From an optimization exercise on the open Yosys and OpenROAD flow, aimed at small area; shortcuts taken in it are not production practice.
Function was checked by simulation only, so behaviour that the tests miss may differ from the original.
The clock input has no modelled driver; a real chip could not lean on it and would need a root buffer or a full tree.
Power is estimated from default activity; no workload was simulated.

Design uart, start of the top module:
module uart (
	input clock,             
	input reset,             
	input transmit,          
	input [7:0] dataIn,      
	output txenable,         
	output rxenable,         
	output [7:0] dataOut,    
	output txOutData         
);
Size: ~170 cells after synthesis.
==> module transmitter, before the edit <==
module transmitter (
	input clock,
	input reset,
	input tick,
	input transmit,
	input [7:0] txDataIn,
	output reg txDataOut
);
reg [3:0] state;
wire idle = state[3] & state[0];
wire last = state[3] & ~state[0];
always @(posedge clock) begin
	if (reset) begin
		state <= 4'hf;
		txDataOut <= 1'b1;
	end else if (tick & (~idle | transmit)) begin
		state <= (state + 4'd1) | {4{last}};
		txDataOut <= state[3] ? ~idle : txDataIn[state[2:0]];
	end
end
endmodule
==> module receiver, before the edit <==
module receiver (
	input clock,
	input reset,
	input tick,
	input rxDataIn,
	output reg [7:0] rxDataOut
);
localparam [6:0] INV = 7'b0010101;
reg [6:0] qr;
wire [6:0] q = qr ^ INV;
wire idle = ~q[6] & ~q[5];
wire step = tick & ~idle;
wire load = tick & idle & ~rxDataIn;
wire [6:0] qn = q + 7'd1;
wire [6:0] qstep = q + {6'd0, step};
wire sample = step & qn[6] & ~qn[2] & ~qn[1] & ~qn[0];
always @(posedge clock) begin
	if (reset) begin
		qr <= INV;
		rxDataOut <= 8'd0;
	end else begin
		qr <= (qstep | ({7{load}} & 7'd53)) ^ INV;
		if (sample)
			rxDataOut[qn[5:3]] <= rxDataIn;
	end
end
endmodule
Settings: LEC_CHECK=0, CAP_MARGIN=20, CORE_MARGIN=2, CORE_UTILIZATION=40, GPL_TIMING_DRIVEN=0, SLEW_MARGIN=20; clock period 20.0 ns.
standard.sh (not shown) runs the stock make flow with config.mk's settings and CLKGATE_MAP_FILE= SYNTH_SCRIPT=/design/flow/synth_recipe.tcl, a recipe that flattens the netlist after the stock synthesis.
==> flow/flow/run.sh <==
#!/bin/bash
# Own layout flow. The standard synthesis, then the combinational logic
# mapped again for area by ABC, in two ways and with several ABC scripts
# each, keeping the smallest netlist:
#  - resyn.tcl: the standard netlist's logic re-mapped (registers untouched);
#  - hier.tcl: the design synthesized with each module mapped on its own, its
#    registers then given the standard netlist's names by rename_regs.py
#    (used only if the registers pair one to one with the same cell types).
# Then the standard ORFS layout of that netlist, with 1x port buffers (2x on
# reset, gpl_pre.tcl) and a two-buffer clock distribution (cts_pre.tcl).
# Each tool writes its own log in this folder.
set -euo pipefail
W=$PWD
F=$W/flow
bash standard.sh synth > $W/std_synth.log 2>&1
cp $W/orfs/results/$FLOW_PLATFORM/uart/base/1_2_yosys.v $W/std_netlist.v
export LIBFILE=$FLOW_HOME/platforms/sky130hd/lib/sky130_fd_sc_hd__tt_025C_1v80.lib
export DONT_USE_CELLS="$(make -s -C $FLOW_HOME DESIGN_CONFIG=$W/config.mk print-DONT_USE_CELLS 2>/dev/null | sed -n 's/^DONT_USE_CELLS: //p')"
export STD_NETLIST=$W/std_netlist.v DESIGN_FILE=$W/design.v
mkdir -p $W/resyn
for s in $F/area_*.abc; do
  n=$(basename $s .abc)
  (cd $W/resyn && OUT_NETLIST=$W/resyn/flat_$n.v ABC_SCRIPT=$s STAT_FILE=$W/resyn/flat_$n.stat \
    yosys -c $F/resyn.tcl > $W/resyn_flat_$n.log 2>&1) &
  (cd $W/resyn && OUT_NETLIST=$W/resyn/hier_raw_$n.v ABC_SCRIPT=$s STAT_FILE=$W/resyn/hier_$n.stat \
    yosys -c $F/hier.tcl > $W/resyn_hier_$n.log 2>&1 &&
    python3 $F/rename_regs.py $W/std_netlist.v $W/resyn/hier_raw_$n.v $W/resyn/hier_$n.v \
    > $W/rename_hier_$n.log 2>&1 || rm -f $W/resyn/hier_$n.stat) &
done
wait
for f in $W/resyn/*.stat; do
  if [[ -f ${f%.stat}.v ]]; then echo "$(awk '/Chip area/{print $NF}' $f) ${f%.stat}.v"; fi
done | sort -g > $W/resyn_choice.txt
cp "$(head -1 $W/resyn_choice.txt | cut -d' ' -f2)" $W/resyn.v
rm -rf $W/orfs
export SYNTH_NETLIST_FILES=$W/resyn.v
export PRE_GLOBAL_PLACE_TCL=$F/gpl_pre.tcl DONT_BUFFER_PORTS=1 RESET_PORT_NAME=reset GPL_TIMING_DRIVEN=0
export PRE_CTS_TCL=$F/cts_pre.tcl CLOCK_BUF_CELL=sky130_fd_sc_hd__clkbuf_8 CLOCK_BUF_COUNT=2 CLOCK_PORT_NAME=clock
bash standard.sh > $W/layout.log 2>&1
Other scripts of this flow, unchanged in this note and not shown: flow/flow/area_a7.abc, flow/flow/area_m1.abc, flow/flow/area_m4.abc, flow/flow/area_s1.abc, flow/flow/area_s2.abc, flow/flow/area_s3.abc, flow/flow/area_s4.abc, flow/flow/area_s6.abc, flow/flow/cts_pre.tcl, flow/flow/gpl_pre.tcl, flow/flow/hier.tcl, flow/flow/rename_regs.py, flow/flow/resyn.tcl
==> next run, changes <==
--- a/flow/design.v
+++ b/flow/design.v
@@ -48,11 +48,10 @@
 reg [3:0] state;
 wire idle = state[3] & state[0];
-wire last = state[3] & ~state[0];
 always @(posedge clock) begin
 	if (reset) begin
-		state <= 4'hf;
+		state <= 4'd9;
 		txDataOut <= 1'b1;
 	end else if (tick & (~idle | transmit)) begin
-		state <= (state + 4'd1) | {4{last}};
+		state <= (state + 4'd1) & {4{~idle}};
 		txDataOut <= state[3] ? ~idle : txDataIn[state[2:0]];
 	end
@@ -66,7 +65,5 @@
 	output reg [7:0] rxDataOut
 );
-localparam [6:0] INV = 7'b0010101;
-reg [6:0] qr;
-wire [6:0] q = qr ^ INV;
+reg [6:0] q;
 wire idle = ~q[6] & ~q[5];
 wire step = tick & ~idle;
@@ -77,8 +74,8 @@
 always @(posedge clock) begin
 	if (reset) begin
-		qr <= INV;
+		q <= 7'd0;
 		rxDataOut <= 8'd0;
 	end else begin
-		qr <= (qstep | ({7{load}} & 7'd53)) ^ INV;
+		q <= qstep | ({7{load}} & 7'd53);
 		if (sample)
 			rxDataOut[qn[5:3]] <= rxDataIn;
Effect:
- The changed run passed the timing, DRC and antenna checks
- hold slack stays flat
- utilization is about the same
- setup slack is better by 0.11 ns
- combinational power went down by about 6%
- wire length went up by about 2%
- synthesized area went up by about 1.1%
- die area went up by about 1.1%
- clock power barely changes
- register-to-register slack is worse by 0.17 ns
- cell count went up by 2.1%
In every run of this note, the design's own scripts or RTL, not TritonCTS, make the clock network.

* * *

== oak ==
The RTL this note starts from:
==> flow/design.v <==
module frequencyDivider (
	input clock,
	input reset,
	output reg txenable1,
	output reg rxenable1,
	output txtick,
	output rxtick
);
reg txMod2;
reg [2:0] txMod7;
reg [4:0] txMod31;
reg [4:0] rxMod27;
localparam [15:0] FB = 16'd44115;
wire txZero= ~txMod2 & ~|txMod7 & ~|txMod31;
wire txOne = &txMod7 & &txMod31;
assign txtick = txMod2 & txOne;
wire rxZero = ~txMod2 & (rxMod27 == 5'd0);
wire rxOne = rxMod27 == 5'd31;
assign rxtick = txMod2 & rxOne;
always @(posedge clock) begin
	if (reset) begin
		txMod2 <= 1'b0;
		txMod7 <= 3'd0;
		txMod31 <= 5'd0;
		rxMod27 <= 5'd0;
		txenable1 <= 1'b0;
		rxenable1 <= 1'b0;
	end else begin
		txMod2 <= ~txMod2;
		txMod7 <= {~txMod7[1:0], ~(txMod7[2] ^ txMod7[1])};
		txMod31 <= {~txMod31[3:0], ~(txMod31[4] ^ txMod31[2])};
		rxMod27 <= {~rxMod27[3:0], FB[{rxMod27[4], rxMod27[2], rxMod27[1], rxMod27[0]}]};
		txenable1 <= txZero | (txenable1 & ~(~txMod2 & txOne));
		rxenable1 <= rxZero | (rxenable1 & ~(~txMod2 & rxOne));
	end
end
endmodule
module transmitter (
	input clock,
	input reset,
	input tick,
	input transmit,
	input [7:0] txDataIn,
	output reg txDataOut
);
reg [3:0] state;
wire idle = state[3] & state[0];
wire last = state[3] & ~state[0];
always @(posedge clock) begin
	if (reset) begin
		state <= 4'hf;
		txDataOut <= 1'b1;
	end else if (tick) begin
		if (idle) begin
			if (transmit) begin
				state <= 4'h0;
				txDataOut <= 1'b0;
			end
		end else if (last) begin
			state <= 4'hf;
			txDataOut <= 1'b1;
		end else begin
			state <= state + 4'd1;
			txDataOut <= txDataIn[state[2:0]];
		end
	end
end
endmodule
module receiver (
	input clock,
	input reset,
	input tick,
	input rxDataIn,
	output reg [7:0] rxDataOut
);
reg [6:0] q;
wire idle = ~q[6] & ~q[5];
wire [6:0] qn = q + 7'd1;
wire sample = qn[6] & ~qn[2] & ~qn[1] & ~qn[0];
always @(posedge clock) begin
	if (reset) begin
		q <= 7'd0;
		rxDataOut <= 8'd0;
	end else if (tick) begin
		if (idle) begin
			if (~rxDataIn)
				q <= 7'd53;
		end else begin
			q <= qn;
			if (sample)
				rxDataOut[qn[5:3]] <= rxDataIn;
		end
	end
end
endmodule
module uart (
	input clock,             
	input reset,             
	input transmit,          
	input [7:0] dataIn,      
	output txenable,         
	output rxenable,         
	output [7:0] dataOut,    
	output txOutData         
);
wire txtick, rxtick;
frequencyDivider frequencyDivider1 (
	.clock(clock),
	.reset(reset),
	.txenable1(txenable),
	.rxenable1(rxenable),
	.txtick(txtick),
	.rxtick(rxtick)
);
transmitter tx (
	.clock(clock),
	.reset(reset),
	.tick(txtick),
	.transmit(transmit),
	.txDataIn(dataIn),
	.txDataOut(txOutData)
);
receiver rx (
	.clock(clock),
	.reset(reset),
	.tick(rxtick),
	.rxDataIn(txOutData),
	.rxDataOut(dataOut)
);
endmodule
clock: 20.0 ns
lec_check: 0
cap_margin: 20
core_margin: 2
core_utilization: 40
slew_margin: 20
==> flow/flow/run.sh <==
#!/bin/bash
# Own layout flow: the standard synthesis, then its combinational logic
# re-mapped for area by ABC (registers untouched), then the standard ORFS
# layout of that netlist with 1x port buffers and a two-buffer clock
# distribution (cts_pre.tcl). Each tool writes its own log here.
set -euo pipefail
W=$PWD
F=$W/flow
bash standard.sh synth > $W/std_synth.log 2>&1
STD=$W/orfs/results/$FLOW_PLATFORM/uart/base/1_2_yosys.v
cp $STD $W/std_netlist.v
export LIBFILE=$FLOW_HOME/platforms/sky130hd/lib/sky130_fd_sc_hd__tt_025C_1v80.lib
export DONT_USE_CELLS="$(make -s -C $FLOW_HOME DESIGN_CONFIG=$W/config.mk print-DONT_USE_CELLS 2>/dev/null | sed -n 's/^DONT_USE_CELLS: //p')"
# several ABC scripts, run side by side; the smallest netlist is kept
export STD_NETLIST=$W/std_netlist.v
mkdir -p $W/resyn
for s in $F/area_*.abc; do
  n=$(basename $s .abc)
  (cd $W/resyn && OUT_NETLIST=$W/resyn/$n.v ABC_SCRIPT=$s STAT_FILE=$W/resyn/$n.stat \
    yosys -c $F/resyn.tcl > $W/resyn_$n.log 2>&1) &
done
wait
best=$(for f in $W/resyn/*.stat; do echo "$(awk '/Chip area/{print $NF}' $f) $f"; done | sort -g | head -1 | cut -d' ' -f2)
for f in $W/resyn/*.stat; do echo "$(awk '/Chip area/{print $NF}' $f) $f"; done | sort -g > $W/resyn_choice.txt
cp ${best%.stat}.v $W/resyn.v
rm -rf $W/orfs
export SYNTH_NETLIST_FILES=$W/resyn.v
export BUFFER_PORTS_ARGS="-buffer_cell sky130_fd_sc_hd__buf_1"
export PRE_CTS_TCL=$F/cts_pre.tcl CLOCK_BUF_CELL=sky130_fd_sc_hd__clkbuf_8 CLOCK_BUF_COUNT=2 CLOCK_PORT_NAME=clock
bash standard.sh > $W/layout.log 2>&1
Other scripts of this flow, unchanged in this note and not shown: flow/flow/area_a7.abc, flow/flow/area_m1.abc, flow/flow/area_m4.abc, flow/flow/area_s1.abc, flow/flow/area_s2.abc, flow/flow/area_s3.abc, flow/flow/area_s4.abc, flow/flow/area_s6.abc, flow/flow/cts_pre.tcl, flow/flow/resyn.tcl
Changes in pine relative to oak:
--- a/flow/design.v
+++ b/flow/design.v
@@ -48,23 +48,13 @@
 wire last = state[3] & ~state[0];
 always @(posedge clock) begin
 	if (reset) begin
 		state <= 4'hf;
 		txDataOut <= 1'b1;
-	end else if (tick) begin
-		if (idle) begin
-			if (transmit) begin
-				state <= 4'h0;
-				txDataOut <= 1'b0;
-			end
-		end else if (last) begin
-			state <= 4'hf;
-			txDataOut <= 1'b1;
-		end else begin
-			state <= state + 4'd1;
-			txDataOut <= txDataIn[state[2:0]];
-		end
+	end else if (tick & (~idle | transmit)) begin
+		state <= (state + 4'd1) | {4{last}};
+		txDataOut <= state[3] ? ~idle : txDataIn[state[2:0]];
 	end
 end
 endmodule
 module receiver (
 	input clock,
@@ -73,25 +63,23 @@
 	input rxDataIn,
 	output reg [7:0] rxDataOut
 );
 reg [6:0] q;
 wire idle = ~q[6] & ~q[5];
+wire step = tick & ~idle;
+wire load = tick & idle & ~rxDataIn;
 wire [6:0] qn = q + 7'd1;
-wire sample = qn[6] & ~qn[2] & ~qn[1] & ~qn[0];
+wire [6:0] qstep = q + {6'd0, step};
+wire sample = step & qn[6] & ~qn[2] & ~qn[1] & ~qn[0];
 always @(posedge clock) begin
 	if (reset) begin
 		q <= 7'd0;
 		rxDataOut <= 8'd0;
-	end else if (tick) begin
-		if (idle) begin
-			if (~rxDataIn)
-				q <= 7'd53;
-		end else begin
-			q <= qn;
-			if (sample)
-				rxDataOut[qn[5:3]] <= rxDataIn;
-		end
+	end else begin
+		q <= qstep | ({7{load}} & 7'd53);
+		if (sample)
+			rxDataOut[qn[5:3]] <= rxDataIn;
 	end
 end
 endmodule
 module uart (
 	input clock,             
Notes after the runs:
pine | status: complete | timing, DRC, antenna: pass
pine ended with less first-pass GRT wire length than oak.
Compared pine vs oak, and instance area at placement is down in pine.
Setup-violating endpoint count in the final report came out exactly the same in pine and oak.
oak -> pine: maximum fanout along the worst path increased by more than a quarter
pine vs. oak: arrival time reported for the critical path endpoint fell 0.09 ns, wire length fell about 4.4%, first-iteration DRC count rose 39.
| overall power of the completed layout | pine vs oak | better |
Per the comparison of pine with oak, fmax went up by 2.0%, final critical-path setup slack went up by 0.099 ns, met3 usage in global routing went up by 0.75 points.
pine against oak: hold slack has decreased; area after synthesis now smaller.
No run of this note takes its clock network from TritonCTS; it comes from the design's own scripts or RTL.

* * *

uart, a different RTL version from the one above (not shown whole).
For scale: ~170 cells after synthesis, ~22 I/O pins, about 0.0013 mm^2 of cells after synthesis.
==> module transmitter, before the edit <==
module transmitter (
	input clock,
	input reset,
	input tick,
	input transmit,
	input [7:0] txDataIn,
	output reg txDataOut
);
reg [3:0] state;
wire idle = state[3] & state[0];
always @(posedge clock) begin
	if (reset) begin
		state <= 4'd9;
		txDataOut <= 1'b1;
	end else if (tick & (~idle | transmit)) begin
		state <= (state + 4'd1) & {4{~idle}};
		txDataOut <= state[3] ? ~idle : txDataIn[state[2:0]];
	end
end
endmodule
==> flow/config.mk <==
export PLATFORM = sky130hd
export DESIGN_NAME = uart
export DESIGN_NICKNAME = uart
export VERILOG_FILES = /design/flow/design.v
export SDC_FILE = /design/flow/constraint.sdc
export NUM_CORES = 4
export LEC_CHECK = 0
export CAP_MARGIN = 20
export CORE_MARGIN = 2
export CORE_UTILIZATION = 40
export GPL_TIMING_DRIVEN = 0
export SLEW_MARGIN = 20
==> flow/constraint.sdc <==
create_clock -name core_clock -period 20.0 [get_ports {clock}]
set_input_delay 4.0000 -clock core_clock [delete_from_list [all_inputs] [get_ports {clock}]]
set_output_delay 4.0000 -clock core_clock [all_outputs]
set_load 0.01 [all_outputs]
==> flow/flow/run.sh <==
#!/bin/bash
# Own layout flow: the standard synthesis, then its combinational logic
# re-mapped for area by ABC (registers untouched), then the standard ORFS
# layout of that netlist with 1x port buffers (2x on reset, gpl_pre.tcl)
# and a two-buffer clock
# distribution (cts_pre.tcl). Each tool writes its own log here.
set -euo pipefail
W=$PWD
F=$W/flow
bash standard.sh synth > $W/std_synth.log 2>&1
STD=$W/orfs/results/$FLOW_PLATFORM/uart/base/1_2_yosys.v
cp $STD $W/std_netlist.v
export LIBFILE=$FLOW_HOME/platforms/sky130hd/lib/sky130_fd_sc_hd__tt_025C_1v80.lib
export DONT_USE_CELLS="$(make -s -C $FLOW_HOME DESIGN_CONFIG=$W/config.mk print-DONT_USE_CELLS 2>/dev/null | sed -n 's/^DONT_USE_CELLS: //p')"
# several ABC scripts, run side by side; the smallest netlist is kept
export STD_NETLIST=$W/std_netlist.v
mkdir -p $W/resyn
for s in $F/area_*.abc; do
  n=$(basename $s .abc)
  (cd $W/resyn && OUT_NETLIST=$W/resyn/$n.v ABC_SCRIPT=$s STAT_FILE=$W/resyn/$n.stat \
    yosys -c $F/resyn.tcl > $W/resyn_$n.log 2>&1) &
done
wait
best=$(for f in $W/resyn/*.stat; do echo "$(awk '/Chip area/{print $NF}' $f) $f"; done | sort -g | head -1 | cut -d' ' -f2)
for f in $W/resyn/*.stat; do echo "$(awk '/Chip area/{print $NF}' $f) $f"; done | sort -g > $W/resyn_choice.txt
cp ${best%.stat}.v $W/resyn.v
rm -rf $W/orfs
export SYNTH_NETLIST_FILES=$W/resyn.v
export PRE_GLOBAL_PLACE_TCL=$F/gpl_pre.tcl DONT_BUFFER_PORTS=1 RESET_PORT_NAME=reset GPL_TIMING_DRIVEN=0
export PRE_CTS_TCL=$F/cts_pre.tcl CLOCK_BUF_CELL=sky130_fd_sc_hd__clkbuf_8 CLOCK_BUF_COUNT=2 CLOCK_PORT_NAME=clock
bash standard.sh > $W/layout.log 2>&1
Other scripts of this flow, unchanged in this note and not shown: flow/flow/area_a7.abc, flow/flow/area_m1.abc, flow/flow/area_m4.abc, flow/flow/area_s1.abc, flow/flow/area_s2.abc, flow/flow/area_s3.abc, flow/flow/area_s4.abc, flow/flow/area_s6.abc, flow/flow/cts_pre.tcl, flow/flow/gpl_pre.tcl, flow/flow/resyn.tcl
The baseline passed the timing, DRC and antenna checks.
Change:
--- a/flow/design.v
+++ b/flow/design.v
@@ -43,16 +43,17 @@
 	input [7:0] txDataIn,
 	output reg txDataOut
 );
 reg [3:0] state;
 wire idle = state[3] & state[0];
+wire last = state[3] & ~state[0];
 always @(posedge clock) begin
 	if (reset) begin
-		state <= 4'd9;
+		state <= 4'hf;
 		txDataOut <= 1'b1;
 	end else if (tick & (~idle | transmit)) begin
-		state <= (state + 4'd1) & {4{~idle}};
+		state <= (state + 4'd1) | {4{last}};
 		txDataOut <= state[3] ? ~idle : txDataIn[state[2:0]];
 	end
 end
 endmodule
 module receiver (
What happened:
- The changed run went through all stages and came out clean
- worst setup slack gets better by 110 ps
- core utilization increases by 0.11 points
- sequential power hardly moves
- die area barely changes
- first-iteration DRC count increases by well over a third
- cell count decreases by a few percent
- synthesized cell count decreases by a few percent
No run of this note takes its clock network from TritonCTS; it comes from the design's own scripts or RTL.

==> afterwards: timing with drivers on the ports <==
The flow's constraints put no driver on any port. The routed layouts listed below were extracted and timed again, unchanged, in two steps. Step 1 sets driving cells, clkbuf_16 on the clock port and buf_2 on the other inputs (assumed; they add their load-dependent delay and slew). Step 2, shift: input delay + t, output delay - t, t = (earliest + latest rising clock arrival at the registers) / 2. This alone moves slack from input paths to output paths. Slacks: ideal / step 1 / step 2; pairs: ideal / step 1.
| run | shift t [ns] | setup WS [ns] | worst register clock-pin slew, ns | pins driven straight from the clock port |
|---|---|---|---|---|
| the first run of note 1 | 0.190 | 14.951 / 14.962 / 14.772 | 0.11 / 0.11 | 2 |
| the second run of note 1 | 0.192 | 15.058 / 15.071 / 14.879 | 0.10 / 0.10 | 2 |
| oak | 0.192 | 14.979 / 14.983 / 14.791 | 0.11 / 0.11 | 2 |
| pine | 0.194 | 15.079 / 15.091 / 14.898 | 0.11 / 0.11 | 2 |
| the first run of note 3 | 0.193 | 14.775 / 14.789 / 14.596 | 0.11 / 0.11 | 2 |
| the second run of note 3 | 0.192 | 14.886 / 14.897 / 14.706 | 0.10 / 0.10 | 2 |
After both steps every run listed still meets setup and hold. For oak, which loses most, drivers alone change the setup slack by +0.004 ns; drivers and shift together by -0.188 ns.
